From an optimization exercise on the open Yosys and OpenROAD flow, aimed at small area and a short achievable clock period; shortcuts taken in it are not production practice.
Only simulation tests tie the RTL to the original design; equivalence was not proved.

==> flow/design.v (outline; a module is shown in full before it is edited, if it fits) <==
// module part2: 1166 lines
module part2 (
    clear,
    clock,
    digit,
    digit_valid,
    end_of_line,
    total,
    line_result
);
  // ...
==> flow/flow/run.sh <==
#!/bin/bash
# The standard layout (standard.sh), with these changes:
#  - synthesis leaves adders to ABC as plain gates (ADDER_MAP_FILE empty: no
#    full or half adder cells), so ABC can restructure the arithmetic;
#  - ABC's area script maps for a delay target (flow/abc_area.script) instead
#    of the unreachable default, so it can recover area off the critical paths;
set -euo pipefail
here=$(pwd)
rm -rf "$here/synth_scripts"
cp -r "$FLOW_HOME/scripts" "$here/synth_scripts"
cp "$here/flow/abc_area.script" "$here/synth_scripts/abc_area.script"
bash standard.sh ADDER_MAP_FILE= SCRIPTS_DIR="$here/synth_scripts" synth > synth.log 2>&1
export BUFFER_PORTS_ARGS="-buffer_cell sky130_fd_sc_hd__buf_2"
bash standard.sh ADDER_MAP_FILE= "BUFFER_PORTS_ARGS=$BUFFER_PORTS_ARGS" finish > layout.log 2>&1
==> flow/flow/abc_area.script <==
strash
dch -f
map -D 2500 -A 0.9
topo
stime -c
buffer -c
upsize -c -D 2500
dnsize -c -D 2500
==> flow/standard.sh <==
#!/bin/bash
# synth_recipe.tcl (not shown) runs the flow's synth.tcl, then flattens the netlist and writes it again
# the make line also repeats each setting of config.mk as NAME=value (left out here)
make -C /OpenROAD-flow-scripts/flow DESIGN_CONFIG=/design/flow/config.mk WORK_HOME=/design/flow/orfs CLKGATE_MAP_FILE= SYNTH_SCRIPT=/design/flow/synth_recipe.tcl "${@:-finish}"
==> flow/config.mk <==
export PLATFORM = sky130hd
export DESIGN_NAME = part2
export DESIGN_NICKNAME = part2
export VERILOG_FILES = /design/flow/design.v
export SDC_FILE = /design/flow/constraint.sdc
export NUM_CORES = 4
export LEC_CHECK = 0
export ABC_AREA = 1
export CAP_MARGIN = 20
export CORE_MARGIN = 2
export CORE_UTILIZATION = 40
export SETUP_SLACK_MARGIN = 2.6
export SLEW_MARGIN = 20
==> flow/constraint.sdc <==
create_clock -name core_clock -period 6.5 [get_ports {clock}]
set_input_delay 1.3000 -clock core_clock [delete_from_list [all_inputs] [get_ports {clock}]]
set_output_delay 1.3000 -clock core_clock [all_outputs]
set_load 0.01 [all_outputs]
==> flow_summary.toml, run 1 <==
[critical_path]
r2r_start = "z[28]"
r2r_end = "ls[19]"
critPathCapture = "line_result[39]"
startpoint = "lg[0]"
cp.required_ns = 5.20
critPathArrivalTime_ns = 2.41
max_stage_delay_ns = 0.34
r2r_slack_ns = 2.90

[timing]
hold_ws_ns = 0.477

[routing]
drc_errors = 0
dr_total_vias = 16194
viasPerCell = 4.78

[synth]
yosys.area_share.simple = 0.400
synthArstFlopShare = 0
synth_enable_flop_cells = 0
post-synth-top-count-cell = "nand2_1"
synthTopCellsByCount = "nand2_1, nor2_1, inv_1"
synthMuxAreaShare = 0
synth_top_family_by_area = "simple AND/OR/NAND/NOR gates"

[grt]
grt_overflow_total = 0
grt_pass1_wl_um = 72400
grt_antenna_before_repair = 0

[clocking]
cts_buffers = 17
htree_num_levels = 4
clk_path_buf_depth = 2
worstSkewPairLatency_ns = 0.47
cts-resized-gates = 4
clk_pin_slew_worst_paths_ns = 0.07

[run]
drv_cap = 0

[place]
placed_area_sq_um = 16600
post-place-ws_ns = 2.51

[cells_and_area]
buf_share = 0.0361
top_register = "tot"
layout_common_cells = "nand2_1, nor2_1, inv_1, a21oi_1, o21ai_0"
reg_top3 = "tot (64), z (44), ls (40)"

[outcome]
status = "timing/DRC/antenna clean"

[min_path]
hold_class = "reg2reg"

[floorplan]
io_pins = 120
==> inputs of run 2 (changes only) <==
--- a/flow/config.mk
+++ b/flow/config.mk
@@ -11,3 +11,3 @@
 export CORE_UTILIZATION = 40
-export SETUP_SLACK_MARGIN = 2.6
+export SETUP_SLACK_MARGIN = 2.9
 export SLEW_MARGIN = 20
==> flow_summary.toml, run 2 <==
[critical_path]
worst-path-max-fanout = 3
cpMaxStageDelayCell = "dfxtp_2"
r2r_slack_ns = 3.09
reg2reg_depth = 22
max_stage_delay_ns = 0.33
crit_type = "reg2out"
critPathLaunchType = "register"
crit_top_cell = "nand2_2"
critPathArrivalTime_ns = 2.23
r2r_end = "tot[47]"
crit_chain = "nand2_2 > nand2_4 > a21oi_4 > inv_2 > nand2_2 > nand2_4 > a21oi_4 > nor2_4 > nand2_2 > nor2_4 > nand2_2 > xor2_2 > inv_1 > buf_6"
r2r_start = "lg[0]"
startpoint = "lg[0]"
critPathCaptureType = "output port"
cp.required_ns = 5.20

[cells_and_area]
final_common_cell = "nand2_1"
largest_reg_flops = 64
reg_top3 = "tot (64), z (44), ls (40)"
top_register = "tot"
syn_to_final_growth_pct = 14.4
drive_gt1_frac = 0.149
final_nets = 2898
layout_common_cells = "nand2_1, nor2_1, inv_1, a21oi_1, o21ai_0"
post-route-util = 0.465

[grt]
grt_antenna_before_repair = 1
grt_overflow_total = 0
grt_max_degree = 98
grt_pass1_wl_um = 72600
grt_pass1_vias = 14865
track_usage = 0.217

[min_path]
holdPathStages = 2
hold_end = "ls[14]"
hold_class = "reg2reg"
hold_start = "ls[14]"

[synth]
synth_flop_cell = "dfxtp_1"
synthDistinctLibCells = 54
avgSynthCellArea_sq_um = 5.64
synth_seq_area_share = 0.205
synth_enable_flop_cells = 0
post-synth-top-count-cell = "nand2_1"
syn_area_sq_um = 15700
yosys-top-cells-area = "dfxtp_1, nand2_1, nor2_1"
synthTopCellsByCount = "nand2_1, nor2_1, inv_1"
ys_warn_count = 1
synthArstFlopShare = 0
yosysTopAreaCellShare = 0.205
yosys.area.top_type = "dfxtp_1"
ys_seq_elements = 161
synth_cells = 2790

[routing]
first_pass_iters = 6
drtIter0Drc = 1201
drc_errors = 0
ant_nets = 0
dr_total_vias = 16656
wl_um = 45000
viasPerCell = 4.87
post_drt_wl_per_cell_um = 13.2

[floorplan]
io_pins = 120
rows = 72
die_h_um = 202
initial_utilization = 0.406
core_area_sq_um = 38700
die_w_um = 202
dieArea_sq_um = 40900

[clocking]
htree_num_levels = 4
cts_sinks = 161
clk_path_buf_depth = 2
clk_pin_slew_worst_paths_ns = 0.07
cts-root-buf = "clkbuf_16"
cts_buffers = 17
cts_tree = "yes"
worstSkewPairLatency_ns = 0.47

[timing]
hold_ws_ns = 0.488
fmax_mhz = 283
period_share = 0.543
finalSetupViolCount = 0
rsz0062_at_grt = "yes"
finClkSkew_ns = 0.0118
min_period_ns = 3.53
setup_tns_ns = 0
worstMarginPinSlew_ns = 0.968
slew-limit-headroom = 0.354
hold_violations = 0
slew_viol_final = 0

[place]
gp_congestion = 0.935
port_buffers = 111
dpl.hpwl_um = 34900

[outcome]
status = "timing/DRC/antenna clean"

[run]
drv_cap = 0
==> run 2: cell counts after synthesis <==
No cell type changed its count.
==> run 2: metrics by stage <==
step                      cell area, sq um  setup WS, ns  instances
final                                18000          2.97       3420
after global routing                 18000          2.80       3420
after CTS                            17300          2.83       3390
after detailed placement             16600          2.55       3352
after global placement               16600          2.66       3352
after floorplan                      15800          2.98       2797
==> run 2: critical path: cells and delay by family, from the launching register on <==
kind	cells	cell delay, ns
flip-flops	1	0.33
buffers and inverters	3	0.30
AO/OA/AOI/OAI	2	0.36
XOR/XNOR	1	0.19
AND/OR/NAND/NOR	8	0.59
==> run 2: cell type report <==
| class | instances | area (sq um) |
|---|---|---|
| fillers | 4092 | 20700 |
| multi-input cells | 2213 | 11300 |
| flip-flops and latches | 161 | 3310 |
| inverters | 345 | 1330 |
| repair buffers | 152 | 882 |
| well taps | 518 | 648 |
| clock buffers | 18 | 429 |
| clock inverters | 12 | 138 |
| diodes | 1 | 2.50 |
==> run 2: repair_timing <==
item,CTS,global route
endpoints found under the setup margin,34,68
resized for setup,35,141
pin swaps,12,30
hold buffers,0,0
buffers inserted,8,29
==> run 2: cells by family (layout without fill, tap and decap cells) <==
group,after synthesis,in the layout,share of synthesized area
other cells,1,9,0.000238
compound gates,454,454,0.151
fa+ha+maj,2,2,0.00127
simple gates,1518,1518,0.400
buf+inv,423,527,0.110
flops,161,161,0.205
xor+xnor,231,231,0.133
==> run 2: worst max-delay path by stage <==
stage                     cells after the start  slack [ns]              end
after floorplan                              20        2.98            ls[6]
after global placement                        6        2.66          tot[18]
after detailed placement                     21        2.55            ls[6]
after CTS                                    14        2.83  line_result[34]
after global routing                         24        2.80          tot[63]
final                                        14        2.97  line_result[39]
==> run 2: routing by layer <==
layer  part of all wire  global-route usage  vias to the layer above
met1               0.49               0.297                     7395
li1                   -                   -                     8814
met4              0.021              0.0657                        0
met2               0.45               0.352                      379
met3              0.046              0.0335                       68
met5                  0                   0                        -
==> inputs of run 3 (changes only) <==
--- a/flow/config.mk
+++ b/flow/config.mk
@@ -11,3 +11,3 @@
 export CORE_UTILIZATION = 40
-export SETUP_SLACK_MARGIN = 2.9
+export SETUP_SLACK_MARGIN = 3.05
 export SLEW_MARGIN = 20
==> flow_summary.toml, run 3 <==
[timing]
period_share = 0.549
fmax_mhz = 280
slew-limit-headroom = 0.264
min_period_ns = 3.57
slew_viol_final = 0
setup_tns_ns = 0
worstMarginPinSlew_ns = 1.10
finalSetupViolCount = 0
finClkSkew_ns = 0.0110
hold_violations = 0
setup_ws_ns = 2.93
rsz0062_at_grt = "yes"

[routing]
post_drt_wl_per_cell_um = 13.6
drtIter0Drc = 1007
first_pass_iters = 5
viasPerCell = 4.83
dr_total_vias = 16713
drc_errors = 0
ant_nets = 0
wl_um = 47200

[clocking]
clk_pin_slew_worst_paths_ns = 0.07
cts_buffers = 17
htree_num_levels = 4
cts_tree = "yes"
cts-root-buf = "clkbuf_16"
worstSkewPairLatency_ns = 0.47
cts_hold_buf = 0
clk_path_buf_depth = 2
cts_sinks = 161

[synth]
synthXorXnorAreaFrac = 0.133
ys_warn_count = 1
synth_top_family_by_area = "simple AND/OR/NAND/NOR gates"
synthTopCellsByCount = "nand2_1, nor2_1, inv_1"
synth_cells = 2790
synth_enable_flop_cells = 0
yosys.area.top_type = "dfxtp_1"
yosys-top-cells-area = "dfxtp_1, nand2_1, nor2_1"
synth_flop_cell = "dfxtp_1"
yosysTopAreaCellShare = 0.205
synthMuxAreaShare = 0
avgSynthCellArea_sq_um = 5.64
ys_seq_elements = 161
synthArstFlopShare = 0
synthAdderAreaFrac = 0.00127
syn_area_sq_um = 15700
synth_compound_area_frac = 0.151
yosys.area_share.simple = 0.400
synth_seq_area_share = 0.205
post-synth-top-count-cell = "nand2_1"
synthDistinctLibCells = 54

[cells_and_area]
diodes = 0
final_common_cell = "nand2_1"
syn_to_final_growth_pct = 20.9
drive_gt1_frac = 0.203
final_nets = 2940
reg_top3 = "tot (64), z (44), ls (40)"
top_register = "tot"
largest_reg_flops = 64
layout_common_cells = "nand2_1, nor2_1, inv_1, a21oi_1, o21ai_0"

[run]
drv_cap = 0

[critical_path]
critPathArrivalTime_ns = 2.27
crit_type = "reg2out"
cp.required_ns = 5.20
max_stage_delay_ns = 0.33
critPathCaptureType = "output port"
crit_chain = "nand2_2 > nand2_4 > a21oi_4 > inv_2 > nand2_2 > nand2_4 > a21oi_4 > nor2_4 > nand2_4 > nor2_4 > nand2_2 > xor2_2 > inv_1 > buf_2"
cpMaxStageDelayCell = "dfxtp_2"
critPathLaunchType = "register"
worst-path-max-fanout = 3

[outcome]
status = "timing/DRC/antenna clean"

[grt]
grt_pass1_wl_um = 73900
grt_antenna_before_repair = 0
track_usage = 0.222
grt_max_degree = 98
grt_overflow_total = 0
grt_pass1_vias = 14754

[floorplan]
rows = 72
die_w_um = 202
io_pins = 120
die_h_um = 202
core_area_sq_um = 38700
dieArea_sq_um = 40900
initial_utilization = 0.406

[min_path]
hold_class = "reg2reg"

[place]
dpl.hpwl_um = 35900
post-place-ws_ns = 2.67
port_buffers = 111
gp_congestion = 0.880
[run 3: changes by cell type in the layout (fill, tap and decap cells not counted), moves of 8 or more]
cell	before	now
dfxtp_4	18	27
inv_1	311	303
nor2_2	33	52
xor2_2	15	24
a21oi_1	206	192
buf_4	40	75
nand2_1	755	723
buf_6	1	10
a21oi_2	8	21
nand2_2	22	49
xor2_1	132	122
nor2_4	16	33
nor2_1	486	450
[run 3: final cells by class]
cell class	count	area [sq um]
inverters	345	1350
multi-input cells	2214	11800
well taps	518	648
repair buffers	193	1220
flip-flops and latches	161	3340
fillers	3976	19700
clock buffers	17	425
clock inverters	15	195
[run 3: through the flow]
stage	util	hold slack [ns]	std cells	area, sq um
after floorplan	-	0.445	2797	15800
after global placement	0.428	0.456	3353	16600
after detailed placement	0.428	0.459	3353	16600
after CTS	0.452	0.474	3396	17500
after global routing	0.491	0.491	3463	19000
final	0.491	0.472	3463	19000
[run 3: worst max-delay path: cells and delay by family, from the launching register on]
kind                      cells  cell delay (ns)
AOI/OAI and AO/OA             2             0.40
xor gates and xnor gates      1             0.19
buffers and inverters         3             0.33
DFF                           1             0.33
and+or+nand+nor               8             0.56
[run 3: metal layers]
metal	global-route usage	share of wire	vias up
met1	0.304	0.49	7427
li1	-	-	8891
met2	0.364	0.45	339
met5	0	0	-
met3	0.0339	0.040	56
met4	0.0566	0.018	0
[run 3: path summary, 6_finish.rpt]
check / from / cells past startpoint / end / slack [ns]
worst max register to register: lg[0] / 28 / tot[63] / 3.07
worst min-delay path: lp[0] / 2 / lp[0] / 0.47
worst min register to register: lp[0] / 2 / lp[0] / 0.47
worst max-delay path: lg[0] / 14 / line_result[39] / 2.93
[run 3: logic make-up (layout without fill, tap and decap cells)]
| kind of cell | Yosys count | in the layout |
|---|---|---|
| and+or+nand+nor | 1518 | 1519 |
| AOI/OAI and AO/OA | 454 | 454 |
| buffers and inverters | 423 | 570 |
| xor gates and xnor gates | 231 | 231 |
| DFF | 161 | 161 |
| adders and majority gates | 2 | 2 |
| other | 1 | 8 |
[run 3: timing repair]
item / CTS / global route
buffers inserted: 11 / 66
pin swaps: 17 / 68
resized for setup: 79 / 289
endpoints found under the setup margin: 64 / 89
gates cloned: 0 / 1
==> inputs of run 4 (changes only) <==
--- a/flow/config.mk
+++ b/flow/config.mk
@@ -11,3 +11,5 @@
 export CORE_UTILIZATION = 40
-export SETUP_SLACK_MARGIN = 3.05
+export CTS_CLUSTER_DIAMETER = 100
+export CTS_CLUSTER_SIZE = 40
+export SETUP_SLACK_MARGIN = 2.75
 export SLEW_MARGIN = 20
==> flow_summary.toml, run 4 <==
[critical_path]
cpMaxStageDelayCell = "dfxtp_4"
critPathTopFamily = "simple AND/OR/NAND/NOR gates"
critPathArrivalTime_ns = 2.34
max_stage_delay_ns = 0.36
critPathLaunchType = "register"
critPathCaptureType = "output port"
r2r_end = "ls[19]"
r2r_slack_ns = 3.02
reg2reg_depth = 24
crit_type = "reg2out"
worst-path-max-fanout = 4
path_buf_inv = 3
cp.required_ns = 5.20
crit_chain = "nand2_4 > nand2_4 > a21oi_4 > inv_2 > nand2_2 > nand2_4 > a21oi_4 > nor2_4 > nand2_2 > nor2_2 > nand2_1 > xor2_2 > inv_2 > buf_2"
crit_top_cell = "nand2_4"
r2r_start = "z[36]"

[synth]
synthArstFlopShare = 0
post-synth-top-count-cell = "nand2_1"
yosys.area_share.simple = 0.400
synth_cells = 2790
synthMuxAreaShare = 0
ys_warn_count = 1
avgSynthCellArea_sq_um = 5.64
yosysTopAreaCellShare = 0.205
synth_top_family_by_area = "simple AND/OR/NAND/NOR gates"
yosys-top-cells-area = "dfxtp_1, nand2_1, nor2_1"
synthDistinctLibCells = 54
synth_flop_cell = "dfxtp_1"
synth_enable_flop_cells = 0
yosys.area.top_type = "dfxtp_1"
synthAdderAreaFrac = 0.00127
ys_seq_elements = 161
synthTopCellsByCount = "nand2_1, nor2_1, inv_1"
synth_seq_area_share = 0.205
synthXorXnorAreaFrac = 0.133
synth_compound_area_frac = 0.151
syn_area_sq_um = 15700

[floorplan]
initial_utilization = 0.406
die_w_um = 202
die_h_um = 202
dieArea_sq_um = 40900
io_pins = 120
core_area_sq_um = 38700
rows = 72

[routing]
dr_total_vias = 16210
post_drt_wl_per_cell_um = 13.2
ant_nets = 0
dr_wl_met3_um = 1830
wl_um = 44800
wl_met1_um = 22400
drc_errors = 0
viasPerCell = 4.78
met2_length_um = 19300
first_pass_iters = 5
top_layer_used = "met4"
drtIter0Drc = 1001

[timing]
rsz0062_at_grt = "yes"
finalSetupViolCount = 0
fmax_mhz = 275
setup_tns_ns = 0
worstMarginPinSlew_ns = 1.06
finClkSkew_ns = 0.0126
hold_violations = 0
min_period_ns = 3.64
period_share = 0.560
slew_viol_final = 0
slew-limit-headroom = 0.290

[outcome]
status = "timing/DRC/antenna clean"

[place]
port_buffers = 111
placed_area_sq_um = 16600
dpl.hpwl_um = 35500
gp_congestion = 0.912

[clocking]
htree_num_levels = 4
cts_sinks = 161
cts_tree = "yes"
cts-root-buf = "clkbuf_16"
clk_pin_slew_worst_paths_ns = 0.07
clk_path_buf_depth = 2
worstSkewPairLatency_ns = 0.46
cts_buffers = 17
cts_hold_buf = 0

[min_path]
holdPathStages = 2
hold_start = "tot[63]"
hold_class = "reg2reg"
hold_end = "tot[63]"

[grt]
grt_antenna_before_repair = 0
grt_pass1_vias = 14704
grt_max_degree = 97
grt_overflow_total = 0
grt_pass1_wl_um = 72500
track_usage = 0.218

[cells_and_area]
final_nets = 2869
layout_common_cells = "nand2_1, nor2_1, inv_1, a21oi_1, o21ai_0"
fin_area_sq_um = 17500
top_register = "tot"
post-route-util = 0.451
final_common_cell = "nand2_1"
diodes = 0
largest_reg_flops = 64
drive_gt1_frac = 0.121
syn_to_final_growth_pct = 11.0
reg_top3 = "tot (64), z (44), ls (40)"

[run]
drv_cap = 0
[run 4: layer usage]
| layer | track usage | vias to the layer above |
|---|---|---|
| met5 | 0 | - |
| met4 | 0.0746 | 0 |
| met3 | 0.0366 | 68 |
| met2 | 0.349 | 303 |
| met1 | 0.297 | 7101 |
| li1 | - | 8738 |
[run 4: worst min-delay path, delay by kind of cell, from the launching register on]
family | cells | cell delay [ns]
AO/OA/AOI/OAI | 1 | 0.06
flip-flops | 1 | 0.31
buffers and inverters | 1 | 0.06
[run 4: area by class of cell]
cell class | instances | area [sq um]
Fill cell | 4220 | 21300
Multi-Input combinational cell | 2213 | 11000
Sequential cell | 161 | 3270
Inverter | 345 | 1300
Tap cell | 518 | 648
Timing Repair Buffer | 123 | 646
Clock buffer | 19 | 453
Clock inverter | 12 | 121
[run 4: metrics by stage]
step,hold slack [ns],instances,setup slack (ns)
floorplan,0.445,2797,2.90
global placement,0.453,3353,2.56
detailed placement,0.460,3353,2.51
CTS,0.479,3387,2.73
global route,0.508,3391,2.71
finish,0.477,3391,2.86
[run 4: repair_timing]
action | CTS | global route
setup endpoints to repair | 12 | 50
pin swaps | 4 | 14
resized for setup | 9 | 81
buffers inserted | 3 | 4
[run 4: kinds of logic after synthesis]
family | count (synthesis)
other | 1
DFF | 161
xor gates and xnor gates | 231
buffers and inverters | 423
and+or+nand+nor | 1518
adders and majority gates | 2
AOI/OAI and AO/OA | 454
[run 4: how the worst max path moves through the flow]
| stage | start | to | slack [ns] | cells past startpoint |
|---|---|---|---|---|
| 5_1_grt | lg[0] | line_result[39] | 2.71 | 14 |
| 3_3_place_gp | digit[0] | ls[6] | 2.56 | 21 |
| 3_5_place_dp | digit[0] | ls[6] | 2.51 | 21 |
| 4_1_cts | lg[0] | line_result[39] | 2.73 | 14 |
| 2_1_floorplan | digit[0] | ls[6] | 2.90 | 20 |
| 6_report | lg[0] | line_result[39] | 2.86 | 14 |
==> inputs of run 5 (changes only) <==
--- a/flow/config.mk
+++ b/flow/config.mk
@@ -11,4 +11,2 @@
 export CORE_UTILIZATION = 40
-export CTS_CLUSTER_DIAMETER = 100
-export CTS_CLUSTER_SIZE = 40
 export SETUP_SLACK_MARGIN = 2.75
==> flow_summary.toml, run 5 <==
[outcome]
status = "timing/DRC/antenna clean"

[synth]
yosysTopAreaCellShare = 0.205
yosys.area.top_type = "dfxtp_1"
synthArstFlopShare = 0
synth_cells = 2790
avgSynthCellArea_sq_um = 5.64
yosys-top-cells-area = "dfxtp_1, nand2_1, nor2_1"
ys_seq_elements = 161
synth_seq_area_share = 0.205
synthTopCellsByCount = "nand2_1, nor2_1, inv_1"
ys_warn_count = 1
synth_enable_flop_cells = 0
syn_area_sq_um = 15700
post-synth-top-count-cell = "nand2_1"
synthDistinctLibCells = 54
synth_flop_cell = "dfxtp_1"

[timing]
setup_ws_ns = 2.86
slew-limit-headroom = 0.290
fmax_mhz = 275
period_share = 0.560
min_period_ns = 3.64
rsz0062_at_grt = "yes"
worstMarginPinSlew_ns = 1.06
finalSetupViolCount = 0
finClkSkew_ns = 0.0126
setup_tns_ns = 0
slew_viol_final = 0
hold_violations = 0

[routing]
post_drt_wl_per_cell_um = 13.2
first_pass_iters = 5
drc_errors = 0
dr_total_vias = 16210
ant_nets = 0
viasPerCell = 4.78
wl_um = 44800
drtIter0Drc = 1001

[floorplan]
die_h_um = 202
core_area_sq_um = 38700
die_w_um = 202
dieArea_sq_um = 40900
initial_utilization = 0.406
rows = 72
io_pins = 120

[clocking]
worstSkewPairLatency_ns = 0.46
clk_pin_slew_worst_paths_ns = 0.07
cts-root-buf = "clkbuf_16"
cts_tree = "yes"
clk_path_buf_depth = 2
htree_num_levels = 4
cts_hold_buf = 0
cts_buffers = 17
cts_sinks = 161

[critical_path]
r2r_slack_ns = 3.02
critPathCaptureType = "output port"
crit_type = "reg2out"
critPathLaunchType = "register"
cp.required_ns = 5.20
critPathArrivalTime_ns = 2.34
worst-path-max-fanout = 4

[cells_and_area]
diodes = 0
final_common_cell = "nand2_1"
layout_common_cells = "nand2_1, nor2_1, inv_1, a21oi_1, o21ai_0"
final_nets = 2869
largest_reg_flops = 64
syn_to_final_growth_pct = 11.0
top_register = "tot"
fillers = 4220
fin_area_sq_um = 17500
reg_top3 = "tot (64), z (44), ls (40)"
drive_gt1_frac = 0.121
post-route-util = 0.451

[min_path]
hold_class = "reg2reg"

[place]
dpl.hpwl_um = 35500
port_buffers = 111
placed_area_sq_um = 16600
post-place-ws_ns = 2.51
gp_congestion = 0.912

[grt]
grt_antenna_before_repair = 0
grt_pass1_vias = 14704
grt_max_degree = 97
grt_pass1_wl_um = 72500
grt_overflow_total = 0
track_usage = 0.218

[run]
drv_cap = 0
[run 5: cells by family after synthesis]
logic type,count (synthesis),synth area share
AOI/OAI and AO/OA,454,0.151
buffers and inverters,423,0.110
other,1,0.000238
and+or+nand+nor,1518,0.400
xor gates and xnor gates,231,0.133
adders and majority gates,2,0.00127
DFF,161,0.205
[run 5: final cells by class]
cell class	count	area (sq um)	share of cell area
clock buffer	19	453	0.0259
clock inverter	12	121	0.00695
inverter	345	1300	0.0747
multi-input combinational	2213	11000	0.631
sequential	161	3270	0.187
tap	518	648	0.0371
timing repair buffer	123	646	0.0370
[run 5: worst paths after layout]
path              startpoint              end  cells past startpoint
setup / recovery       lg[0]  line_result[39]                     14
hold / removal       tot[63]          tot[63]                      2
setup reg to reg       z[36]           ls[19]                     24
hold reg to reg      tot[63]          tot[63]                      2
[run 5: per-stage QoR]
| step | std cells | hold slack [ns] |
|---|---|---|
| 2_1_floorplan | 2797 | 0.445 |
| 3_3_place_gp | 3353 | 0.453 |
| 3_5_place_dp | 3353 | 0.460 |
| 4_1_cts | 3387 | 0.479 |
| 5_1_grt | 3391 | 0.508 |
| 6_report | 3391 | 0.477 |
[run 5: per-layer routing]
layer | routed length [um] | vias to the layer above | global-route usage | share of wire
met5 | 0 | - | 0 | 0
met4 | 1250 | 0 | 0.0746 | 0.028
met3 | 1830 | 68 | 0.0366 | 0.041
met2 | 19300 | 303 | 0.349 | 0.43
met1 | 22400 | 7101 | 0.297 | 0.50
li1 | - | 8738 | - | -
[run 5: timing repair]
| item | 4_1_cts | 5_1_grt |
|---|---|---|
| gates resized for setup | 9 | 81 |
| gates cloned | 0 | 0 |
| endpoints found under the hold margin | 0 | 0 |
| pin swaps | 4 | 14 |
| endpoints found under the setup margin | 12 | 50 |
| setup buffers | 3 | 4 |
[run 5: worst max-delay path, cell delays in order, from the launching register on]
cell	delay (ns)
dfxtp_4	0.36
nand2_4	0.06
nand2_4	0.06
a21oi_4	0.21
inv_2	0.09
nand2_2	0.08
nand2_4	0.07
a21oi_4	0.22
nor2_4	0.06
nand2_2	0.07
nor2_2	0.05
nand2_1	0.11
xor2_2	0.22
inv_2	0.06
buf_2	0.14
==> inputs of run 6 (changes only) <==
--- a/flow/config.mk
+++ b/flow/config.mk
@@ -11,2 +11,3 @@
 export CORE_UTILIZATION = 40
+export CTS_BUF_LIST = sky130_fd_sc_hd__clkbuf_4 sky130_fd_sc_hd__clkbuf_8
 export SETUP_SLACK_MARGIN = 2.75
==> flow_summary.toml, run 6 <==
[outcome]
status = "timing/DRC/antenna clean"

[floorplan]
die_h_um = 202
initial_utilization = 0.406
die_w_um = 202
io_pins = 120
rows = 72
dieArea_sq_um = 40900
core_area_sq_um = 38700

[grt]
grt_pass1_wl_um = 73000
grt_overflow_total = 0
grt_max_degree = 97
grt_pass1_vias = 14746
track_usage = 0.219
grt_antenna_before_repair = 0

[cells_and_area]
diodes = 0
top_register = "tot"
drive_gt1_frac = 0.130
final_common_cell = "nand2_1"
reg_top3 = "tot (64), z (44), ls (40)"
final_nets = 2879
largest_reg_flops = 64
syn_to_final_growth_pct = 10.5
layout_common_cells = "nand2_1, nor2_1, inv_1, a21oi_1, o21ai_0"

[routing]
drc_errors = 0
viasPerCell = 4.80
ant_nets = 0
drtIter0Drc = 960
wl_um = 44900
dr_total_vias = 16315
post_drt_wl_per_cell_um = 13.2
first_pass_iters = 5

[run]
drv_cap = 0

[synth]
post-synth-top-count-cell = "nand2_1"
avgSynthCellArea_sq_um = 5.64
syn_area_sq_um = 15700
ys_seq_elements = 161
synth_flop_cell = "dfxtp_1"
yosys-top-cells-area = "dfxtp_1, nand2_1, nor2_1"
yosys.area.top_type = "dfxtp_1"
synth_cells = 2790
ys_warn_count = 1
synthArstFlopShare = 0
synth_enable_flop_cells = 0
yosysTopAreaCellShare = 0.205
synth_seq_area_share = 0.205
synthDistinctLibCells = 54
synthTopCellsByCount = "nand2_1, nor2_1, inv_1"

[timing]
min_period_ns = 3.60
hold_violations = 0
worstMarginPinSlew_ns = 1.05
period_share = 0.554
fmax_mhz = 278
setup_tns_ns = 0
hold_ws_ns = 0.480
rsz0062_at_grt = "yes"
finalSetupViolCount = 0
finClkSkew_ns = 0.0142
slew-limit-headroom = 0.298
slew_viol_final = 0

[clocking]
htree_num_levels = 4
clk_pin_slew_worst_paths_ns = 0.09
cts_buffers = 17
clk_path_buf_depth = 2
cts_tree = "yes"
worstSkewPairLatency_ns = 0.52
cts_sinks = 161
cts-root-buf = "clkbuf_8"

[critical_path]
cp.required_ns = 5.20
crit_chain = "nand2_2 > nand2_4 > a21oi_4 > inv_2 > nand2_2 > nand2_4 > nand2_2 > nor2_4 > nand2_2 > nor2_4 > nand2_2 > nor2_4 > xor2_2 > buf_2"
critPathCaptureType = "output port"
worst-path-max-fanout = 3
crit_type = "reg2out"
max_stage_delay_ns = 0.35
critPathLaunchType = "register"
critPathArrivalTime_ns = 2.30
crit_top_cell = "nand2_2"
cpMaxStageDelayCell = "dfxtp_2"

[min_path]
hold_class = "reg2reg"

[place]
gp_congestion = 0.912
port_buffers = 111
dpl.hpwl_um = 35500
==> run 6: final cells by class <==
type / instances / area (sq um)
fillers: 4228 / 21400
clock inverters: 12 / 121
multi-input cells: 2213 / 11100
inverters: 345 / 1300
flip-flops and latches: 161 / 3270
well taps: 518 / 648
clock buffers: 19 / 262
repair buffers: 133 / 721
==> run 6: metal layers <==
| layer | vias to the layer above | routed length, um | global-route usage |
|---|---|---|---|
| met5 | - | 0 | 0 |
| met3 | 43 | 1750 | 0.0331 |
| met4 | 0 | 674 | 0.0477 |
| li1 | 8770 | - | - |
| met2 | 292 | 20100 | 0.362 |
| met1 | 7210 | 22400 | 0.301 |
==> run 6: cells by family (layout without fill, tap and decap cells) <==
group           after synthesis  in the layout  share of synthesized area
simple gates               1518           1518                      0.400
compound gates              454            454                      0.151
buf+inv                     423            509                      0.110
xor+xnor                    231            231                      0.133
flops                       161            161                      0.205
fa+ha+maj                     2              2                    0.00127
other cells                   1              8                   0.000238
==> run 6: per-stage QoR <==
step                      area (sq um)  std cells  utilization  worst slack [ns]
after global placement           16600       3353        0.428              2.56
after floorplan                  15800       2797            -              2.90
after global routing             17400       3401        0.449              2.68
after CTS                        17100       3392        0.440              2.74
final                            17400       3401        0.449              2.90
after detailed placement         16600       3353        0.428              2.51
==> run 6: critical path, delay by kind of cell, from the launching register on <==
family | cells | cell delay, ns
buf+inv | 2 | 0.27
xor+xnor | 1 | 0.21
flops | 1 | 0.35
simple gates | 10 | 0.92
compound gates | 1 | 0.07
==> run 6: final timing paths <==
check | startpoint | endpoint | slack (ns) | depth (start not counted)
max | lg[0] | line_result[34] | 2.90 | 14
min | tot[63] | tot[63] | 0.48 | 2
max reg2reg | z[36] | ls[19] | 3.02 | 24
min reg2reg | tot[63] | tot[63] | 0.48 | 2
==> run 6: what timing repair did <==
action | in CTS | in global routing
endpoints found under the setup margin | 13 | 50
hold buffers | 0 | 0
resized for setup | 16 | 88
gates cloned | 0 | 0
endpoints found under the hold margin | 0 | 0
pin swaps | 10 | 15
buffers inserted | 8 | 9
==> inputs of run 7 (changes only) <==
--- a/flow/config.mk
+++ b/flow/config.mk
@@ -11,4 +11,4 @@
 export CORE_UTILIZATION = 40
-export CTS_BUF_LIST = sky130_fd_sc_hd__clkbuf_4 sky130_fd_sc_hd__clkbuf_8
-export SETUP_SLACK_MARGIN = 2.75
+export CTS_BUF_LIST = sky130_fd_sc_hd__clkbuf_8
+export SETUP_SLACK_MARGIN = 2.9
 export SLEW_MARGIN = 20
==> flow_summary.toml, run 7 <==
[critical_path]
worst-path-max-fanout = 3
cp.required_ns = 5.20
critPathCaptureType = "output port"
startpoint = "lg[0]"
critPathLaunchType = "register"
critPathArrivalTime_ns = 2.30
r2r_start = "lg[0]"
crit_type = "reg2out"

[cells_and_area]
fin_cells = 3429
multi_input_comb_area_sq_um = 11300
layout_common_cells = "nand2_1, nor2_1, inv_1, a21oi_1, o21ai_0"
final_common_cell = "nand2_1"
top_register = "tot"
reg_top3 = "tot (64), z (44), ls (40)"
final_nets = 2907
largest_reg_flops = 64
post-route-util = 0.462
syn_to_final_growth_pct = 13.8
seq_area_sq_um = 3310
fillers = 4104
drive_gt1_frac = 0.152

[floorplan]
die_h_um = 202
rows = 72
die_w_um = 202
initial_utilization = 0.406
io_pins = 120
core_area_sq_um = 38700
dieArea_sq_um = 40900

[grt]
grt_pass1_wl_um = 72700
grt_antenna_before_repair = 1
track_usage = 0.217
grt_overflow_total = 0
grt_pass1_vias = 14806
grt_max_degree = 98

[timing]
slew-limit-headroom = 0.341
period_share = 0.554
setup_ws_ns = 2.90
slew_viol_final = 0
rsz0062_at_grt = "yes"
fmax_mhz = 278
finClkSkew_ns = 0.0190
worstMarginPinSlew_ns = 0.987
setup_tns_ns = 0
hold_violations = 0
min_period_ns = 3.60
finalSetupViolCount = 0

[clocking]
cts_buffers = 17
cts_sinks = 161
cts_hold_buf = 0
clk_path_buf_depth = 2
clk_pin_slew_worst_paths_ns = 0.09
cts_tree = "yes"
worstSkewPairLatency_ns = 0.52
cts-root-buf = "clkbuf_8"
htree_num_levels = 4

[synth]
yosys.area.top_type = "dfxtp_1"
synthTopCellsByCount = "nand2_1, nor2_1, inv_1"
syn_area_sq_um = 15700
synth_enable_flop_cells = 0
synthDistinctLibCells = 54
yosys-top-cells-area = "dfxtp_1, nand2_1, nor2_1"
synth_cells = 2790
ys_seq_elements = 161
avgSynthCellArea_sq_um = 5.64
yosysTopAreaCellShare = 0.205
synth_seq_area_share = 0.205
post-synth-top-count-cell = "nand2_1"
synthArstFlopShare = 0
ys_warn_count = 1
synth_flop_cell = "dfxtp_1"

[routing]
drc_errors = 0
first_pass_iters = 6
drtIter0Drc = 1279
wl_um = 45300
ant_nets = 0
post_drt_wl_per_cell_um = 13.2
dr_total_vias = 16709
viasPerCell = 4.87

[place]
dpl.hpwl_um = 34900
dp.cells = 3352
post-place-ws_ns = 2.55
gp_congestion = 0.935
port_buffers = 111

[min_path]
hold_start = "tot[63]"
hold_class = "reg2reg"

[outcome]
status = "timing/DRC/antenna clean"

[run]
drv_cap = 0
-- run 7: metal layers --
metal / routed length [um] / share of wire / up-vias / GRT usage
li1: - / - / 8812 / -
met1: 22100 / 0.49 / 7440 / 0.297
met2: 20200 / 0.45 / 394 / 0.350
met3: 1920 / 0.042 / 63 / 0.0269
met4: 1040 / 0.023 / 0 / 0.0751
met5: 0 / 0 / - / 0
-- run 7: stage by stage --
step / hold WS (ns) / instance area (sq um)
2_1_floorplan: 0.445 / 15800
3_3_place_gp: 0.456 / 16600
3_5_place_dp: 0.460 / 16600
4_1_cts: 0.480 / 17100
5_1_grt: 0.520 / 17900
6_report: 0.479 / 17900
-- run 7: cell families after synthesis --
logic type / after synthesis / share of synthesized area
buffers and inverters: 423 / 0.110
DFF: 161 / 0.205
xor gates and xnor gates: 231 / 0.133
AOI/OAI and AO/OA: 454 / 0.151
adders and majority gates: 2 / 0.00127
other: 1 / 0.000238
and+or+nand+nor: 1518 / 0.400
-- run 7: worst paths after layout --
kind,endpoint,cells past startpoint,slack (ns)
setup reg to reg,tot[47],23,3.10
hold / removal,tot[63],2,0.48
hold reg to reg,tot[63],2,0.48
setup / recovery,line_result[39],14,2.90
-- run 7: timing repair --
item | CTS | global route
setup endpoints to repair | 36 | 70
gates resized for setup | 43 | 143
buffers inserted | 9 | 37
gates cloned | 0 | 0
pin swaps | 11 | 29
-- run 7: final cells by class --
cell class	count	share of cell area
repair buffers	161	0.0529
multi-input cells	2213	0.631
clock buffers	17	0.0131
inverters	345	0.0741
flip-flops and latches	161	0.185
clock inverters	13	0.00790
diodes	1	0.000140
well taps	518	0.0362
-- run 7: critical path, stage by stage (launching register included) --
cell     delay [ns]
dfxtp_2        0.34
nand2_2        0.08
nand2_4        0.07
a21oi_4        0.15
inv_2          0.09
nand2_2        0.09
nand2_4        0.08
a21oi_4        0.20
nor2_4         0.05
nand2_2        0.10
nor2_4         0.06
nand2_2        0.07
xor2_2         0.19
inv_1          0.09
buf_6          0.13
==> inputs of run 8 (changes only) <==
--- a/flow/config.mk
+++ b/flow/config.mk
@@ -12,3 +12,4 @@
 export CTS_BUF_LIST = sky130_fd_sc_hd__clkbuf_8
-export SETUP_SLACK_MARGIN = 2.9
+export SETUP_SLACK_MARGIN = 2.75
 export SLEW_MARGIN = 20
+export TNS_END_PERCENT = 20
==> flow_summary.toml, run 8 <==
[synth]
synthArstFlopShare = 0
yosys.area.top_type = "dfxtp_1"
synthDistinctLibCells = 54
avgSynthCellArea_sq_um = 5.64
ys_seq_elements = 161
yosysTopAreaCellShare = 0.205
synthTopCellsByCount = "nand2_1, nor2_1, inv_1"
synth_seq_area_share = 0.205
syn_area_sq_um = 15700
synth_flop_cell = "dfxtp_1"
synth_cells = 2790
post-synth-top-count-cell = "nand2_1"
synth_enable_flop_cells = 0
ys_warn_count = 1
yosys-top-cells-area = "dfxtp_1, nand2_1, nor2_1"

[clocking]
cts-root-buf = "clkbuf_8"
htree_num_levels = 4
cts_sinks = 161
clk_path_buf_depth = 2
cts_hold_buf = 0
cts_tree = "yes"
cts_buffers = 17
worstSkewPairLatency_ns = 0.52
clk_pin_slew_worst_paths_ns = 0.09

[cells_and_area]
fillers = 4242
syn_to_final_growth_pct = 9.50
drive_gt1_frac = 0.119
reg_top3 = "tot (64), z (44), ls (40)"
top_register = "tot"
final_nets = 2869
fin_area_sq_um = 17200
final_common_cell = "nand2_1"
layout_common_cells = "nand2_1, nor2_1, inv_1, a21oi_1, o21ai_0"
largest_reg_flops = 64
diodes = 0

[timing]
rsz0062_at_grt = "yes"
slew_viol_final = 0
fmax_mhz = 270
setup_tns_ns = 0
worstMarginPinSlew_ns = 1.05
hold_violations = 0
finClkSkew_ns = 0.0132
min_period_ns = 3.70
slew-limit-headroom = 0.298
period_share = 0.569
finalSetupViolCount = 0

[grt]
grt_overflow_total = 0
grt_pass1_vias = 14677
grt_max_degree = 97
grt_pass1_wl_um = 72800
track_usage = 0.218
grt_antenna_before_repair = 0

[place]
port_buffers = 111
gp_congestion = 0.912
dpl.hpwl_um = 35500
placed_area_sq_um = 16600

[routing]
ant_nets = 0
wl_um = 44700
dr_total_vias = 16267
drc_errors = 0
post_drt_wl_per_cell_um = 13.2
drtIter0Drc = 959
first_pass_iters = 5
viasPerCell = 4.80

[critical_path]
critPathArrivalTime_ns = 2.40
crit_type = "reg2out"
critPathCaptureType = "output port"
worst-path-max-fanout = 4
cp.required_ns = 5.20
critPathLaunchType = "register"
r2r_slack_ns = 3.02

[floorplan]
core_area_sq_um = 38700
rows = 72
die_h_um = 202
io_pins = 120
dieArea_sq_um = 40900
initial_utilization = 0.406
die_w_um = 202

[outcome]
status = "timing/DRC/antenna clean"

[run]
drv_cap = 0

[min_path]
hold_class = "reg2reg"
## run 8: changes by cell type in the layout (fill, tap and decap cells not counted), sizes merged
cell / previous run / this run
buf: 159 / 123
clkinvlp: 4 / 5
inv: 342 / 347
bufinv: 2 / 1
clkinv: 10 / 4
diode: 1 / 0
## run 8: what timing repair did
| action | in CTS | in global routing |
|---|---|---|
| setup buffers | 2 | 5 |
| endpoints found under the setup margin | 13 | 51 |
| resized for setup | 9 | 67 |
| pin swaps | 4 | 11 |
## run 8: cell type report
type / count / area [sq um] / share of cell area
multi-input combinational: 2213 / 11000 / 0.637
inverter: 345 / 1300 / 0.0757
clock inverter: 12 / 121 / 0.00705
sequential: 161 / 3270 / 0.190
tap: 518 / 648 / 0.0376
clock buffer: 19 / 262 / 0.0152
timing repair buffer: 123 / 646 / 0.0375
## run 8: kinds of logic (layout without fill, tap and decap cells)
family	count (synthesis)	in the layout	share of synthesized area
simple gates	1518	1518	0.400
flops	161	161	0.205
fa+ha+maj	2	2	0.00127
xor+xnor	231	231	0.133
buf+inv	423	499	0.110
other cells	1	8	0.000238
compound gates	454	454	0.151
## run 8: through the flow
stage	cells	setup slack [ns]	hold WS (ns)	utilization
3_3_place_gp	3353	2.56	0.453	0.428
5_1_grt	3391	2.63	0.496	0.444
6_report	3391	2.80	0.480	0.444
3_5_place_dp	3353	2.51	0.460	0.428
4_1_cts	3386	2.64	0.483	0.439
2_1_floorplan	2797	2.90	0.445	-
## run 8: worst max-delay path, stage by stage (launching register included)
cell and delay [ns]:
dfxtp_2 0.34, nand2_1 0.08, nand2_2 0.08, a21oi_4 0.22, inv_2 0.09, nand2_1 0.08
nand2_2 0.10, a21oi_4 0.21, nor2_4 0.06, nand2_2 0.09, nor2_4 0.05, nand2_2 0.07
xor2_2 0.18, inv_1 0.09, buf_2 0.14
## run 8: routing by layer
| layer | wire length [um] | share of wire | vias up | track usage |
|---|---|---|---|---|
| met2 | 19900 | 0.45 | 311 | 0.361 |
| met1 | 22400 | 0.50 | 7172 | 0.300 |
| met4 | 650 | 0.015 | 0 | 0.0477 |
| met3 | 1710 | 0.038 | 42 | 0.0331 |
| li1 | - | - | 8742 | - |
| met5 | 0 | 0 | - | 0 |
## run 8: worst paths after layout
check        startpoint         endpoint  cells after the start
max               lg[0]  line_result[39]                     14
min             tot[63]          tot[63]                      2
max reg2reg       z[36]           ls[19]                     24
min reg2reg     tot[63]          tot[63]                      2
==> inputs of run 9 (changes only) <==
--- a/flow/config.mk
+++ b/flow/config.mk
@@ -8,3 +8,3 @@
 export ABC_AREA = 1
-export CAP_MARGIN = 20
+export CAP_MARGIN = 10
 export CORE_MARGIN = 2
@@ -13,3 +13,2 @@
 export SETUP_SLACK_MARGIN = 2.75
-export SLEW_MARGIN = 20
-export TNS_END_PERCENT = 20
+export SLEW_MARGIN = 10
==> flow_summary.toml, run 9 <==
[critical_path]
crit_type = "reg2out"
critPathLaunchType = "register"
cpMaxStageDelayCell = "dfxtp_2"
worst-path-max-fanout = 3
critPathArrivalTime_ns = 2.30
crit_chain = "nand2_2 > nand2_4 > a21oi_4 > inv_2 > nand2_2 > nand2_4 > nand2_2 > nor2_4 > nand2_2 > nor2_4 > nand2_2 > nor2_4 > xor2_2 > buf_2"
path_buf_inv = 2
crit_top_cell = "nand2_2"
max_stage_delay_ns = 0.35
cp.required_ns = 5.20
critPathCaptureType = "output port"
critPathTopFamily = "simple AND/OR/NAND/NOR gates"

[timing]
rsz0062_at_grt = "yes"
hold_ws_ns = 0.480
setup_tns_ns = 0
slew_viol_final = 0
finalSetupViolCount = 0
slew-limit-headroom = 0.298
finClkSkew_ns = 0.0142
fmax_mhz = 278
worstMarginPinSlew_ns = 1.05
min_period_ns = 3.60
hold_violations = 0
period_share = 0.554

[cells_and_area]
diodes = 0
syn_to_final_growth_pct = 10.5
final_nets = 2879
fin_area_sq_um = 17400
largest_reg_flops = 64
final_common_cell = "nand2_1"
reg_top3 = "tot (64), z (44), ls (40)"
drive_gt1_frac = 0.130
top_register = "tot"
layout_common_cells = "nand2_1, nor2_1, inv_1, a21oi_1, o21ai_0"

[grt]
grt_max_degree = 97
grt_overflow_total = 0
use_met1 = 0.301
use_met2 = 0.362
grt_pass1_wl_um = 73000
grt_pass1_vias = 14746
use_met3 = 0.0331
top_usage_layer = "met2"
grt_antenna_before_repair = 0
track_usage = 0.219

[min_path]
hold_class = "reg2reg"

[synth]
post-synth-top-count-cell = "nand2_1"
synthTopCellsByCount = "nand2_1, nor2_1, inv_1"
avgSynthCellArea_sq_um = 5.64
yosys-top-cells-area = "dfxtp_1, nand2_1, nor2_1"
synthDistinctLibCells = 54
syn_area_sq_um = 15700
synth_cells = 2790
synthArstFlopShare = 0
synth_flop_cell = "dfxtp_1"
yosys.area.top_type = "dfxtp_1"
ys_warn_count = 1
yosysTopAreaCellShare = 0.205
ys_seq_elements = 161
synth_seq_area_share = 0.205
synth_enable_flop_cells = 0

[clocking]
clk_pin_slew_worst_paths_ns = 0.09
cts_tree = "yes"
cts_sinks = 161
cts-root-buf = "clkbuf_8"
htree_num_levels = 4
cts_buffers = 17
clk_path_buf_depth = 2
worstSkewPairLatency_ns = 0.52

[routing]
drtIter0Drc = 960
post_drt_wl_per_cell_um = 13.2
dr_total_vias = 16315
ant_nets = 0
drc_errors = 0
first_pass_iters = 5
wl_um = 44900
viasPerCell = 4.80

[outcome]
status = "timing/DRC/antenna clean"

[floorplan]
core_area_sq_um = 38700
io_pins = 120
dieArea_sq_um = 40900
initial_utilization = 0.406
die_h_um = 202
die_w_um = 202
rows = 72

[run]
drv_cap = 0

[place]
gp_congestion = 0.912
port_buffers = 111
dpl.hpwl_um = 35500
placed_area_sq_um = 16600
run 9: cell count changes in the layout (fill, tap and decap cells not counted), sizes merged:
cell,previous run,this run
buf,123,133
run 9: worst register-to-register path: stages, from the launching register on:
cell	delay, ns
dfxtp_4	0.45
inv_2	0.14
nor2_2	0.18
nand2_1	0.13
nand3_1	0.15
nand2_1	0.09
nand2_1	0.08
xor2_1	0.35
nand2_1	0.13
nand2_1	0.10
nand2_1	0.05
nand2_1	0.10
nand2_1	0.10
xor2_1	0.15
nand2_1	0.10
nand2_2	0.07
xnor2_1	0.13
o21ai_2	0.10
nand2_2	0.10
o21ai_2	0.18
nand2_1	0.11
nand2_2	0.10
nand2_1	0.07
a21o_1	0.16
a31oi_1	0.11
run 9: kinds of logic after synthesis:
group	share of synthesized area
fa+ha+maj	0.00127
other cells	0.000238
simple gates	0.400
flops	0.205
compound gates	0.151
buf+inv	0.110
xor+xnor	0.133
run 9: cell type report:
type | instances | area [sq um]
clock inverters | 12 | 121
flip-flops and latches | 161 | 3270
inverters | 345 | 1300
well taps | 518 | 648
multi-input cells | 2213 | 11100
clock buffers | 19 | 262
fillers | 4228 | 21400
repair buffers | 133 | 721
run 9: per-layer routing:
layer / wire length [um] / vias to the layer above
met1: 22400 / 7210
met3: 1750 / 43
met2: 20100 / 292
li1: - / 8770
met5: 0 / -
met4: 674 / 0
run 9: stage by stage:
| step | utilization | cells | setup slack (ns) |
|---|---|---|---|
| 6_report | 0.449 | 3401 | 2.90 |
| 5_1_grt | 0.449 | 3401 | 2.68 |
| 4_1_cts | 0.440 | 3392 | 2.74 |
| 3_5_place_dp | 0.428 | 3353 | 2.51 |
| 3_3_place_gp | 0.428 | 3353 | 2.56 |
| 2_1_floorplan | - | 2797 | 2.90 |
run 9: path summary, 6_finish.rpt:
kind / start / endpoint / slack [ns] / cells past startpoint
worst max-delay path: lg[0] / line_result[34] / 2.90 / 14
worst min-delay path: tot[63] / tot[63] / 0.48 / 2
worst max register to register: z[36] / ls[19] / 3.02 / 24
worst min register to register: tot[63] / tot[63] / 0.48 / 2
run 9: timing repair:
action | CTS | global route
hold buffers | 0 | 0
pin swaps | 10 | 15
setup endpoints to repair | 13 | 50
gates resized for setup | 16 | 88
buffers inserted | 8 | 9
==> inputs of run 10 (changes only) <==
==> flow/flow/abc_area.script (replaced) <==
strash
dch -f
map -D 2300 -A 0.9
topo
stime -c
buffer -c
upsize -c -D 2300
dnsize -c -D 2300
--- a/flow/config.mk
+++ b/flow/config.mk
@@ -8,3 +8,3 @@
 export ABC_AREA = 1
-export CAP_MARGIN = 10
+export CAP_MARGIN = 20
 export CORE_MARGIN = 2
@@ -13,2 +13,2 @@
 export SETUP_SLACK_MARGIN = 2.75
-export SLEW_MARGIN = 10
+export SLEW_MARGIN = 20
==> flow_summary.toml, run 10 <==
[critical_path]
worst-path-stages = 12
cp.required_ns = 5.20
reg2reg_depth = 18
critPathTopFamily = "simple AND/OR/NAND/NOR gates"
max_stage_delay_ns = 0.38
r2r_start = "z[16]"
critPathLaunchType = "register"
critPathArrivalTime_ns = 2.35
path_buf_inv = 1
worst-path-max-fanout = 4
critPathCaptureType = "output port"
startpoint = "lg[0]"
crit_top_cell = "nand2_2"
crit_chain = "a21oi_2 > o21ai_2 > nand2_1 > nand2_4 > nand2_2 > nor2_2 > nand2_2 > nor2_4 > nand2_2 > nor2_4 > xor2_2 > buf_2"
crit_type = "reg2out"
cpMaxStageDelayCell = "dfxtp_4"

[min_path]
holdPathStages = 2
hold_class = "reg2reg"
hold_start = "tot[63]"

[routing]
ant_nets = 0
wl_um = 47100
dr_total_vias = 17095
viasPerCell = 4.88
drc_errors = 0
drtIter0Drc = 1049
first_pass_iters = 5
post_drt_wl_per_cell_um = 13.5

[timing]
setup_ws_ns = 2.85
setup_tns_ns = 0
fmax_mhz = 274
worstMarginPinSlew_ns = 1.06
finalSetupViolCount = 0
hold_violations = 0
hold_ws_ns = 0.475
slew-limit-headroom = 0.294
min_period_ns = 3.65
rsz0062_at_grt = "yes"
slew_viol_final = 0
finClkSkew_ns = 0.0223
period_share = 0.561

[clocking]
cts_buffers = 17
clk_path_buf_depth = 2
cts_sinks = 161
htree_num_levels = 4
worstSkewPairLatency_ns = 0.53
cts-root-buf = "clkbuf_8"
clk_pin_slew_worst_paths_ns = 0.10
cts_tree = "yes"

[place]
dpl.hpwl_um = 37500
dp.cells = 3449
gp_congestion = 0.893
post-place-ws_ns = 2.41
port_buffers = 111

[synth]
synth_enable_flop_cells = 0
synth_flop_cell = "dfxtp_1"
synthArstFlopShare = 0
synth_cells = 2879
synth_seq_area_share = 0.200
yosysTopAreaCellShare = 0.200
yosys.area.top_type = "dfxtp_1"
avgSynthCellArea_sq_um = 5.60
post-synth-top-count-cell = "nand2_1"
yosys-top-cells-area = "dfxtp_1, nand2_1, nor2_1"
syn_area_sq_um = 16100
synthDistinctLibCells = 59
ys_warn_count = 1
ys_seq_elements = 161
synthTopCellsByCount = "nand2_1, nor2_1, inv_1"

[cells_and_area]
post-route-util = 0.449
layout_common_cells = "nand2_1, nor2_1, inv_1, a21oi_1, o21ai_0"
syn_to_final_growth_pct = 10.7
top_register = "tot"
reg_top3 = "tot (64), z (44), ls (40)"
drive_gt1_frac = 0.122
largest_reg_flops = 64
final_nets = 2970
fin_cells = 3500
final_common_cell = "nand2_1"
diodes = 0

[floorplan]
die_w_um = 205
dieArea_sq_um = 41900
die_h_um = 205
core_area_sq_um = 39700
initial_utilization = 0.406
io_pins = 120
rows = 73

[outcome]
status = "timing/DRC/antenna clean"

[grt]
grt_pass1_vias = 15557
grt_max_degree = 70
grt_antenna_before_repair = 0
grt_overflow_total = 0
grt_pass1_wl_um = 77300
track_usage = 0.228

[run]
drv_cap = 0
-- run 10: changes by cell type after synthesis, moves of 7 or more --
cell / before / now
nand2_1: 766 / 796
nand3_1: 50 / 76
inv_1: 319 / 343
nor3_1: 39 / 22
o21ai_0: 193 / 208
nor2_1: 514 / 502
a21oi_1: 216 / 227
xnor2_1: 81 / 70
xor2_1: 140 / 129
a31oi_1: 4 / 11
-- run 10: layout make-up --
type	instances	area, sq um
Clock buffer	19	262
Tap cell	525	657
Sequential cell	161	3290
Multi-Input combinational cell	2280	11300
Timing Repair Buffer	135	761
Fill cell	4260	21900
Clock inverter	13	163
Inverter	367	1400
-- run 10: cells by family after synthesis --
| logic type | after synthesis | synth area share |
|---|---|---|
| other cells | 1 | 0.000233 |
| buf+inv | 445 | 0.111 |
| fa+ha+maj | 3 | 0.00186 |
| flops | 161 | 0.200 |
| compound gates | 504 | 0.166 |
| xor+xnor | 206 | 0.115 |
| simple gates | 1559 | 0.406 |
-- run 10: worst paths after layout --
kind / end / slack [ns]
worst max register to register: ls[18] / 3.02
worst max-delay path: line_result[34] / 2.85
worst min-delay path: tot[63] / 0.48
worst min register to register: tot[63] / 0.48
-- run 10: timing repair --
item,CTS,global route
setup buffers,11,8
pin swaps,6,8
gates resized for setup,15,79
endpoints found under the setup margin,22,44
hold buffers,0,0
-- run 10: metrics by stage --
| step | area [sq um] |
|---|---|
| 6_report | 17800 |
| 5_1_grt | 17800 |
| 4_1_cts | 17500 |
| 3_5_place_dp | 17000 |
| 3_3_place_gp | 17000 |
| 2_1_floorplan | 16100 |
-- run 10: metal layers --
layer / global-route usage / wire length, um / vias to the layer above
met5: 0 / 0 / -
met4: 0.0730 / 944 / 0
met3: 0.0336 / 2160 / 52
met2: 0.379 / 21100 / 345
met1: 0.303 / 22900 / 7555
li1: - / - / 9143
-- run 10: worst reg2reg max path, cell delays in order, from the launching register on --
cell and delay (ns):
dfxtp_2 0.51, inv_2 0.12, o21ai_0 0.25, o21ai_0 0.20, or2_1 0.26, nand2_1 0.07
xor2_1 0.19, nor2_1 0.07, inv_1 0.08, nand2_1 0.07, xor2_1 0.43, inv_1 0.14
nand3_1 0.12, nand3_1 0.12, and2_2 0.23, nand3_2 0.14, nand2_2 0.09, or2_1 0.21
a31oi_1 0.12
==> inputs of run 11 (changes only) <==
==> flow/flow/abc_area.script (replaced) <==
strash
dch -f
map -D 2700 -A 0.9
topo
stime -c
buffer -c
upsize -c -D 2700
dnsize -c -D 2700
==> flow_summary.toml, run 11 <==
[timing]
finalSetupViolCount = 0
min_period_ns = 3.60
rsz0062_at_grt = "yes"
hold_violations = 0
setup_tns_ns = 0
period_share = 0.553
slew_viol_final = 0
worstMarginPinSlew_ns = 1.10
fmax_mhz = 278
finClkSkew_ns = 0.0199
slew-limit-headroom = 0.267

[cells_and_area]
final_nets = 2888
layout_common_cells = "nand2_1, nor2_1, inv_1, a21oi_1, o21ai_0"
top_register = "tot"
largest_reg_flops = 64
drive_gt1_frac = 0.146
post-route-util = 0.457
syn_to_final_growth_pct = 12.4
final_common_cell = "nand2_1"
fin_area_sq_um = 17700
reg_top3 = "tot (64), z (44), ls (40)"
diodes = 0

[synth]
avgSynthCellArea_sq_um = 5.65
yosys.area.top_type = "dfxtp_1"
synthArstFlopShare = 0
synth_flop_cell = "dfxtp_1"
syn_area_sq_um = 15800
synth_enable_flop_cells = 0
synthAdderAreaFrac = 0.000635
yosys.area_share.simple = 0.397
synthDistinctLibCells = 52
synth_seq_area_share = 0.205
synth_cells = 2789
yosysTopAreaCellShare = 0.205
ys_warn_count = 1
synthXorXnorAreaFrac = 0.135
synth_compound_area_frac = 0.145
synth_top_family_by_area = "simple AND/OR/NAND/NOR gates"
synthTopCellsByCount = "nand2_1, nor2_1, inv_1"
post-synth-top-count-cell = "nand2_1"
ys_seq_elements = 161
synthMuxAreaShare = 0
yosys-top-cells-area = "dfxtp_1, nand2_1, nor2_1"

[critical_path]
r2r_end = "tot[59]"
critPathArrivalTime_ns = 2.30
worst-path-stages = 14
critPathCapture = "line_result[39]"
r2r_slack_ns = 2.98
crit_chain = "a21oi_4 > inv_2 > a21oi_4 > inv_2 > nand2_4 > nand2_4 > a21oi_4 > nor2_2 > nand2_2 > nor2_4 > nand2_2 > xor2_2 > inv_1 > buf_2"
cp.required_ns = 5.20
r2r_start = "lg[0]"
reg2reg_depth = 27
path_buf_inv = 4
critPathLaunchType = "register"
critPathTopFamily = "compound AO/OA/AOI/OAI gates"
cpMaxStageDelayCell = "dfxtp_4"
startpoint = "lg[0]"
crit_type = "reg2out"
max_stage_delay_ns = 0.37
worst-path-max-fanout = 4
critPathCaptureType = "output port"
crit_top_cell = "a21oi_4"

[routing]
viasPerCell = 4.75
ant_nets = 0
first_pass_iters = 5
dr_total_vias = 16214
wl_um = 44100
drtIter0Drc = 1004
drc_errors = 0
post_drt_wl_per_cell_um = 12.9

[floorplan]
core_area_sq_um = 38700
die_w_um = 202
rows = 72
dieArea_sq_um = 41000
initial_utilization = 0.407
die_h_um = 202
io_pins = 120

[clocking]
cts-root-buf = "clkbuf_8"
clk_pin_slew_worst_paths_ns = 0.09
clk_path_buf_depth = 2
worstSkewPairLatency_ns = 0.51
htree_num_levels = 4
cts_tree = "yes"
cts_buffers = 17
cts_sinks = 161

[grt]
grt_pass1_wl_um = 72100
grt_pass1_vias = 14460
grt_max_degree = 82
grt_overflow_total = 0
grt_antenna_before_repair = 0
track_usage = 0.215

[place]
dpl.hpwl_um = 34900
gp_congestion = 0.971
placed_area_sq_um = 16600
port_buffers = 111

[run]
drv_cap = 0

[min_path]
hold_start = "lp[0]"
hold_class = "reg2reg"

[outcome]
status = "timing/DRC/antenna clean"
==> run 11: cell types whose count changed in the layout (fill, tap and decap cells not counted), sizes merged, moves of 16 or more <==
| cell | before | now |
|---|---|---|
| nand2 | 811 | 737 |
| xor2 | 135 | 153 |
| or2 | 53 | 69 |
| nand3 | 80 | 38 |
| a21oi | 232 | 210 |
| nor2 | 520 | 580 |
| o21ai | 234 | 215 |
==> run 11: per-layer routing <==
metal | part of all wire | vias up | track usage
li1 | - | 8705 | -
met1 | 0.49 | 7080 | 0.297
met2 | 0.44 | 393 | 0.350
met3 | 0.051 | 36 | 0.0351
met4 | 0.017 | 0 | 0.0537
met5 | 0 | - | 0
==> run 11: layout make-up <==
cell class,count,area (sq um)
fill,4143,21000
multi-input combinational,2181,11100
sequential,161,3300
inverter,374,1430
timing repair buffer,145,815
tap,518,648
clock buffer,19,262
clock inverter,13,160
==> run 11: repair_timing <==
item                                    4_1_cts  5_1_grt
gates resized for setup                       8      136
endpoints found under the setup margin        7       59
hold buffers                                  0        0
buffers inserted                              4       24
pin swaps                                     2       34
==> run 11: worst register-to-register path: cells and delay by family (launching register included) <==
kind	cells	cell delay [ns]
AND/OR/NAND/NOR	21	2.14
XOR/XNOR	1	0.16
AO/OA/AOI/OAI	2	0.43
flip-flops	1	0.38
buffers and inverters	3	0.28
==> run 11: stage by stage <==
step	worst slack [ns]	cells	hold WS, ns
2_1_floorplan	2.93	2796	0.445
3_3_place_gp	2.56	3351	0.458
3_5_place_dp	2.51	3351	0.465
4_1_cts	2.75	3387	0.479
5_1_grt	2.71	3411	0.519
6_report	2.90	3411	0.492
==> run 11: worst min path at each step <==
stage / endpoint / slack, ns / depth (start not counted)
2_1_floorplan: lp[0] / 0.45 / 2
3_3_place_gp: lp[0] / 0.46 / 2
3_5_place_dp: lp[0] / 0.46 / 2
4_1_cts: lp[0] / 0.48 / 2
5_1_grt: lp[0] / 0.52 / 2
6_report: lp[0] / 0.49 / 2
==> run 11: kinds of logic (layout without fill, tap and decap cells) <==
group	count (synthesis)	in the layout
adders and majority gates	1	1
and+or+nand+nor	1500	1500
buffers and inverters	454	551
xor gates and xnor gates	233	233
DFF	161	161
AOI/OAI and AO/OA	439	439
other	1	8

what the ideal ports hide:
The flow's constraints put no driver on any port. The routed layouts listed below were extracted and timed again, unchanged, in two steps. Step 1 assumes that a clkbuf_16 drives the clock port and a buf_2 every other input. Step 2 adds t to the input delays and takes it off the output delays; t is the mean of the earliest and latest rising clock arrival at the registers after step 1. Input paths then give back, and output paths get back, about the clock's delay inside the block. Three values: ideal, step 1, step 2; two values: the first two.
run	t (ns)	setup slack, ns	worst setup path after step 2
run 1	0.516	2.789 / 2.733 / 2.480	input to register
run 2	0.520	2.971 / 2.912 / 2.662	input to register
run 3	0.520	2.929 / 2.872 / 2.751	input to register
run 4	0.514	2.861 / 2.805 / 2.688	input to register
run 5	0.514	2.861 / 2.805 / 2.688	input to register
run 6	0.565	2.899 / 2.848 / 2.621	input to register
run 7	0.561	2.898 / 2.846 / 2.625	input to register
run 8	0.565	2.801 / 2.749 / 2.484	input to register
run 9	0.565	2.899 / 2.848 / 2.621	input to register
run 10	0.566	2.852 / 2.801 / 2.522	input to register
run 11	0.557	2.903 / 2.851 / 2.556	input to register
After both steps setup and hold are still met in every run listed. The setup slack of run 11, which loses most, moves by -0.052 ns with the drivers and by -0.347 ns with both steps.
